This is an optimization exercise on Yosys and OpenROAD, whose aim is small area, not a production implementation. In this exercise RTL edits were held to simulation tests only and were not proved equivalent to the original. The clock port is modelled as an ideal driver; clocking choices that lean on that would not hold on a real chip.

==> flow/design.v (excerpt) <==
module boron_top (clk, plain_txt, key_in, cipher_txt, select, count1, reset);
input [63:0] plain_txt;
input [127:0] key_in;
input clk, select, reset;
output [63:0] cipher_txt;
output [4:0] count1;
reg [63:0] state_n;
reg [127:0] key;
wire [4:0] count;
wire ns;
wire [63:0] si, so, x;
wire [63:0] nstate_n;
wire [127:0] s, nkey;
wire [15:0] t1, t2;
assign count1 = count;
counter c2 (clk, reset, count);
c_clkinv u_ns (.A(select), .Y(ns));
always @(posedge clk) begin
  state_n <= nstate_n;
  key <= nkey;
end
c_xnor2 u_si0 (.A(state_n[0]), .B(key[0]), .Y(si[0]));
c_xnor2 u_si1 (.A(state_n[1]), .B(key[1]), .Y(si[1]));
c_xnor2 u_si2 (.A(state_n[2]), .B(key[2]), .Y(si[2]));
c_xnor2 u_si3 (.A(state_n[3]), .B(key[3]), .Y(si[3]));
c_xnor2 u_si4 (.A(state_n[4]), .B(key[4]), .Y(si[4]));
c_xnor2 u_si5 (.A(state_n[5]), .B(key[5]), .Y(si[5]));
c_xnor2 u_si6 (.A(state_n[6]), .B(key[6]), .Y(si[6]));
c_xnor2 u_si7 (.A(state_n[7]), .B(key[7]), .Y(si[7]));
c_xnor2 u_si8 (.A(state_n[8]), .B(key[8]), .Y(si[8]));
c_xnor2 u_si9 (.A(state_n[9]), .B(key[9]), .Y(si[9]));
c_xnor2 u_si10 (.A(state_n[10]), .B(key[10]), .Y(si[10]));
c_xnor2 u_si11 (.A(state_n[11]), .B(key[11]), .Y(si[11]));
c_xnor2 u_si12 (.A(state_n[12]), .B(key[12]), .Y(si[12]));
c_xnor2 u_si13 (.A(state_n[13]), .B(key[13]), .Y(si[13]));
c_xnor2 u_si14 (.A(state_n[14]), .B(key[14]), .Y(si[14]));
c_xnor2 u_si15 (.A(state_n[15]), .B(key[15]), .Y(si[15]));
c_xnor2 u_si16 (.A(state_n[16]), .B(key[16]), .Y(si[16]));
c_xnor2 u_si17 (.A(state_n[17]), .B(key[17]), .Y(si[17]));
  ...
Settings: LEC_CHECK=0, CAP_MARGIN=20, CORE_MARGIN=2, CORE_UTILIZATION=70, SLEW_MARGIN=20, SYNTH_HIERARCHICAL=1; clock period 5.0 ns.
standard.sh (not shown) runs the stock make flow with config.mk's settings and CLKGATE_MAP_FILE= SYNTH_SCRIPT=/design/flow/synth_recipe.tcl, a recipe that flattens the netlist after the stock synthesis.
==> flow/flow/run.sh <==
#!/bin/bash
# Own layout flow: the standard synthesis, then the standard ORFS steps with
# smaller port buffers, synthesis buffers removed, every cell first downsized to
# its smallest drive strength, and a clock tree of small buffers,
# shrunk after CTS while the flip-flop clock slew stays low.
set -euo pipefail
cd "$(dirname "$0")/.."
F=$PWD/flow
bash standard.sh synth > synth.log 2>&1
bash standard.sh \
  REMOVE_ABC_BUFFERS=1 \
  POST_FLOORPLAN_TCL=$F/post_floorplan.tcl \
  POST_CTS_TCL=$F/post_cts.tcl \
  BUFFER_PORTS_ARGS="-buffer_cell sky130_fd_sc_hd__buf_1" \
  CTS_ARGS="-sink_clustering_enable -repair_clock_nets -dont_use_dummy_load -buf_list sky130_fd_sc_hd__clkbuf_8" \
  finish > layout.log 2>&1
==> flow/flow/post_cts.tcl <==
proc my_max_clk_slew {} {
  set m 0.0
  foreach p [get_pins -hierarchical */CLK] {
    set s [get_property $p slew_max]
    if { $s > $m } { set m $s }
  }
  return $m
}
proc my_shrink_clock_buffers { limit } {
  estimate_parasitics -placement
  puts "my_shrink_clock_buffers: start max clk slew [my_max_clk_slew]"
  foreach to {sky130_fd_sc_hd__clkbuf_4 sky130_fd_sc_hd__clkbuf_2} {
    foreach inst [get_cells *] {
      # only the buffers CTS made (named clkbuf_*), not port or repair buffers
      if { ![string match clkbuf_* [get_name $inst]] } { continue }
      set from [get_property $inst ref_name]
      if { ![string match sky130_fd_sc_hd__clkbuf_* $from] } { continue }
      if { $from eq $to } { continue }
      if { [get_property [get_lib_cells $from] area] <= [get_property [get_lib_cells $to] area] } { continue }
      replace_cell $inst $to
      estimate_parasitics -placement
      if { [my_max_clk_slew] > $limit } {
        replace_cell $inst $from
        estimate_parasitics -placement
      } else {
        puts "my_shrink_clock_buffers: [get_name $inst] $from -> $to"
      }
    }
  }
  puts "my_shrink_clock_buffers: end max clk slew [my_max_clk_slew]"
}
my_shrink_clock_buffers 0.125
Other scripts of this flow, unchanged in this note and not shown: flow/flow/downsize.tcl, flow/flow/post_floorplan.tcl
The baseline completed without violations.
Rerun with:
--- a/flow/flow/post_cts.tcl
+++ b/flow/flow/post_cts.tcl
@@ -32 +32 @@
-my_shrink_clock_buffers 0.125
+my_shrink_clock_buffers 0.121
Result: The new run completed without violations. Final area is about the same. Setup slack degrades by 0.015 ns. First-iteration DRC count came out lower by about a fifth.
Rerun with:
--- a/flow/flow/post_cts.tcl
+++ b/flow/flow/post_cts.tcl
@@ -32 +32 @@
-my_shrink_clock_buffers 0.121
+my_shrink_clock_buffers 0.118
Outcome: Die area is unchanged; synthesized area does not change; hold slack degrades by 0.065 ns.


== lane 2 ==
boron_top, a different RTL version from the one above (not shown whole).
Size: ~970 cells after synthesis, ~200 flip-flops, about 260 I/O pins, roughly 0.0092 mm² of cells after synthesis.
==> flow/design.v (excerpt) <==
module boron_top (clk, plain_txt, key_in, cipher_txt, select, count1, reset);
==> flow/config.mk <==
export PLATFORM = sky130hd
export DESIGN_NAME = boron_top
export DESIGN_NICKNAME = boron_top
export VERILOG_FILES = /design/flow/design.v
export SDC_FILE = /design/flow/constraint.sdc
export NUM_CORES = 4
export LEC_CHECK = 0
export CAP_MARGIN = 20
export CORE_MARGIN = 2
export CORE_UTILIZATION = 70
export SLEW_MARGIN = 20
export SYNTH_HIERARCHICAL = 1
==> flow/constraint.sdc <==
create_clock -name core_clock -period 5.0 [get_ports {clk}]
set_input_delay 1.0000 -clock core_clock [delete_from_list [all_inputs] [get_ports {clk}]]
set_output_delay 1.0000 -clock core_clock [all_outputs]
set_load 0.01 [all_outputs]
==> flow/flow/run.sh <==
#!/bin/bash
# Own layout flow: the standard synthesis, then the standard ORFS steps with
# smaller port buffers, synthesis buffers removed, every cell first downsized to
# its smallest drive strength, and a clock tree of small buffers.
set -euo pipefail
cd "$(dirname "$0")/.."
F=$PWD/flow
bash standard.sh synth > synth.log 2>&1
bash standard.sh \
  REMOVE_ABC_BUFFERS=1 \
  POST_FLOORPLAN_TCL=$F/post_floorplan.tcl \
  BUFFER_PORTS_ARGS="-buffer_cell sky130_fd_sc_hd__buf_1" \
  CTS_ARGS="-sink_clustering_enable -repair_clock_nets -dont_use_dummy_load -buf_list {sky130_fd_sc_hd__clkbuf_4 sky130_fd_sc_hd__clkbuf_8}" \
  finish > layout.log 2>&1
==> flow/flow/downsize.tcl <==
proc my_downsize_all {} {
  set dont_use {}
  if { [info exists ::env(DONT_USE_CELLS)] } { set dont_use $::env(DONT_USE_CELLS) }
  set best [dict create]
  set n 0
  set saved 0.0
  foreach inst [get_cells *] {
    set lc [get_lib_cells -of_objects $inst]
    set name [get_name $lc]
    if { ![regexp {^(sky130_fd_sc_hd__[a-z0-9]+)_[0-9]+$} $name -> fam] } { continue }
    if { [string match "*df*" $fam] || [string match "*tap*" $fam] || [string match "*conb*" $fam] } { continue }
    if { ![dict exists $best $fam] } {
      set bc ""
      set ba 1e9
      foreach c [get_lib_cells ${fam}_*] {
        set cn [get_name $c]
        if { ![regexp "^${fam}_\[0-9\]+\$" $cn] } { continue }
        if { [lsearch -exact $dont_use $cn] >= 0 } { continue }
        set a [get_property $c area]
        if { $a < $ba } { set ba $a; set bc $cn }
      }
      dict set best $fam [list $bc $ba]
    }
    lassign [dict get $best $fam] bc ba
    if { $bc ne "" && $bc ne $name } {
      set a0 [get_property $lc area]
      if { $ba < $a0 } {
        replace_cell $inst $bc
        incr n
        set saved [expr { $saved + $a0 - $ba }]
      }
    }
  }
  puts "my_downsize_all: resized $n cells, saved $saved um^2"
}
my_downsize_all
==> flow/flow/post_floorplan.tcl <==
source [file join [file dirname [info script]] downsize.tcl]
Having completed the whole flow, lane 2 delivered a layout that passed the timing, design-rule and antenna checks.
#### Input delta (lane 4 over lane 2)
Settings: a change of CORE_UTILIZATION from 70 to 55.
diff --git a/flow/flow/run.sh b/flow/flow/run.sh
--- a/flow/flow/run.sh
+++ b/flow/flow/run.sh
@@ -13 +13 @@
-  CTS_ARGS="-sink_clustering_enable -repair_clock_nets -dont_use_dummy_load -buf_list {sky130_fd_sc_hd__clkbuf_4 sky130_fd_sc_hd__clkbuf_8}" \
+  CTS_ARGS="-sink_clustering_enable -repair_clock_nets -dont_use_dummy_load -buf_list sky130_fd_sc_hd__clkbuf_8" \
### Flow results
- Lane 4 -> lane 2: share of synthesized cell area in full adder, half adder and majority cells delta 0, exact match
- The fraction of synthesized cell area in xor and xnor cells on lane 2 is in line with that on lane 4.
- Lane 2 -> lane 4: final non-filler cell area increased slightly
- On transition time of the tightest slew-check pin: between lane 2 and lane 4, it ends up higher for lane 2.
- Taking lane 2 as 1.0, lane 4 lands at 0.934 on achievable clock frequency.
- Sort lane 2 and lane 4 by register-to-register setup slack, ascending, and lane 2 comes first.
- On clock skew, lane 2 and lane 4 are neck and neck.
- Worst hold slack on lane 4 is behind lane 2.
- On area growth from synthesis to layout, the higher figure sits with lane 4, not lane 2.
- Last element of the critical path: state_n[6]$_DFF_P_ -> lane 4, cipher_txt[32] -> lane 2
- Re simple logic cell fraction of the synthesized area: no difference whatsoever between lane 2 and lane 4.

[what the ideal ports hide]
The results above use ideal ports. As a check the final layouts listed here were re-extracted and re-timed, cells and wires unchanged. Step 1 (the two cells are an assumption about what drives the block):
set clk [get_ports {clk}]
set_driving_cell -lib_cell sky130_fd_sc_hd__clkbuf_16 $clk
set_driving_cell -lib_cell sky130_fd_sc_hd__buf_2 [delete_from_list [all_inputs] $clk]
Step 2 adds t to the input delays and takes it off the output delays; t is the mean of the earliest and latest rising clock arrival at the registers after step 1. Input paths then give back, and output paths get back, about the clock's delay inside the block. a / b / c = ideal ports / drivers / drivers and shift; a / b = the first two.
run | t (ns) | setup slack, ns | pins driven straight from the clock port
the first run of note 1 | 0.613 | 2.337 / 2.295 / 2.035 | 1
the second run of note 1 | 0.620 | 2.322 / 2.279 / 2.012 | 1
the third run of note 1 | 0.833 | 2.108 / 2.068 / 2.021 | 1
lane 2 | 0.482 | 2.543 / 2.505 / 2.109 | 1
lane 4 | 0.485 | 2.370 / 2.391 / 1.906 | 1
After both steps setup and hold are still met in every run listed. For lane 4, which loses most, drivers alone change the setup slack by +0.021 ns; drivers and shift together by -0.464 ns.
